What follows belongs to an exercise in optimizing a design on an open flow for small area; a production flow would make more cautious choices. In this exercise RTL edits were held to simulation tests only and were not proved equivalent to the original. Power is estimated from default activity; no workload was simulated.

==> flow/design.v (excerpt) <==
module tetris(
    input wire        board_clk,
    input wire        rst,
    input wire        btn_rotate,
    input wire        btn_left,
    input wire        btn_right,
    input wire        btn_down,
    input wire        sw_pause,
    input wire        btn_rst,
    input wire        sw_drop,
    output wire [7:0] rgb,
    output wire       hsync,
    output wire       vsync,
    output wire [7:0] seg,
    output wire [3:0] an
    );
==> flow/config.mk <==
export PLATFORM = sky130hd
export DESIGN_NAME = tetris
export DESIGN_NICKNAME = tetris
export VERILOG_FILES = /design/flow/design.v
export SDC_FILE = /design/flow/constraint.sdc
export NUM_CORES = 4
export LEC_CHECK = 0
export ABC_AREA = 1
export CAP_MARGIN = 20
export CORE_MARGIN = 2
export CORE_UTILIZATION = 55
export PLACE_DENSITY = 0.65
export SLEW_MARGIN = 20
==> flow/constraint.sdc <==
create_clock -name core_clock -period 20.0 [get_ports {board_clk}]
set_input_delay 4.0000 -clock core_clock [delete_from_list [all_inputs] [get_ports {board_clk}]]
set_output_delay 4.0000 -clock core_clock [all_outputs]
set_load 0.01 [all_outputs]
standard.sh (not shown) runs the stock make flow with config.mk's settings and CLKGATE_MAP_FILE= SYNTH_SCRIPT=/design/flow/synth_recipe.tcl, a recipe that flattens the netlist after the stock synthesis.
==> flow/flow/run.sh <==
#!/bin/bash
# Layout flow: the standard ORFS flow (standard.sh), with these changes:
#  - synthesis maps the logic with the ABC script in flow/abc_area.script
#    (area-oriented mapping) in place of ORFS's abc_area.script; every other
#    ORFS script is used unchanged, through a folder of links to ORFS's
#    scripts folder;
#  - synthesis leaves adders to ABC (no ADDER_MAP_FILE half/full-adder
#    mapping), so ABC maps all the logic;
#  - clock tree synthesis runs without dummy loads;
#  - the port buffers are buf_1 cells.
# Each step's full output goes to its own log file in this folder.
set -euo pipefail
here=$(pwd)
mkdir -p "$here/scripts_abc"
for f in "$FLOW_HOME"/scripts/*; do
    ln -sfn "$f" "$here/scripts_abc/$(basename "$f")"
done
rm -f "$here/scripts_abc/abc_area.script"
cp "$here/flow/abc_area.script" "$here/scripts_abc/abc_area.script"
cts="CTS_ARGS=-sink_clustering_enable -repair_clock_nets -dont_use_dummy_load"
bufs="BUFFER_PORTS_ARGS=-buffer_cell sky130_fd_sc_hd__buf_1"
adders="ADDER_MAP_FILE="
bash standard.sh SCRIPTS_DIR="$here/scripts_abc" "$cts" "$bufs" "$adders" synth > "$here/synth.log" 2>&1
bash standard.sh SCRIPTS_DIR="$here/scripts_abc" "$cts" "$bufs" "$adders" finish > "$here/layout.log" 2>&1
==> flow/flow/abc_area.script <==
&get -n
&st
&deepsyn -T 120
&dch -f
&nf -R 1000 -p -C 32 -F 8 -A 4 -E 50
&put
Next try:
==> flow/flow/run.sh (replaced) <==
#!/bin/bash
# Layout flow: the standard ORFS flow (standard.sh) with two changes:
#  - synthesis maps the logic with the ABC script in flow/abc_area.script
#    (area-oriented mapping) in place of ORFS's abc_area.script; every other
#    ORFS script is used unchanged, through a folder of links to ORFS's
#    scripts folder;
#  - clock tree synthesis runs without dummy loads.
# Each step's full output goes to its own log file in this folder.
set -euo pipefail
here=$(pwd)
mkdir -p "$here/scripts_abc"
for f in "$FLOW_HOME"/scripts/*; do
    ln -sfn "$f" "$here/scripts_abc/$(basename "$f")"
done
rm -f "$here/scripts_abc/abc_area.script"
cp "$here/flow/abc_area.script" "$here/scripts_abc/abc_area.script"
cts="CTS_ARGS=-sink_clustering_enable -repair_clock_nets -dont_use_dummy_load"
bash standard.sh SCRIPTS_DIR="$here/scripts_abc" "$cts" synth > "$here/synth.log" 2>&1
bash standard.sh SCRIPTS_DIR="$here/scripts_abc" "$cts" finish > "$here/layout.log" 2>&1
==> flow/flow/abc_area.script (replaced) <==
&get -n
&st
&deepsyn -T 30
&dch
&nf -R 1000
&put
After rerunning: The changed run produced a clean layout. Wire length climbs by 6.0%. Setup slack improves by 0.18 ns. Fmax climbs by 2.0%. First-iteration DRC count drops by 20%. Die area climbs by 12%. Clock power climbs by about 3%. Via count climbs by 7.4%.

re-timing with driven ports:
The results above use ideal ports. As a check the final layouts listed here were re-extracted and re-timed, cells and wires unchanged.
Step 1 assumes that a clkbuf_16 drives the clock port and a buf_2 every other input.
Step 2 times the ports against the registers' clock, not the clock port: input delays grow and output delays shrink by t, the midpoint of the rising clock arrivals with the driver on.
Slacks: ideal ports / drivers / drivers and shift; pairs: ideal ports / drivers.
run	t, ns	setup slack, ns	clock arrival spread, ns	worst register clock-pin slew, ns
the first run	0.586	10.632 / 10.632 / 10.632	0.030 / 0.030	0.06 / 0.06
the second run	0.610	10.812 / 10.812 / 10.812	0.067 / 0.068	0.06 / 0.06
After both steps setup and hold are still met in every run listed.
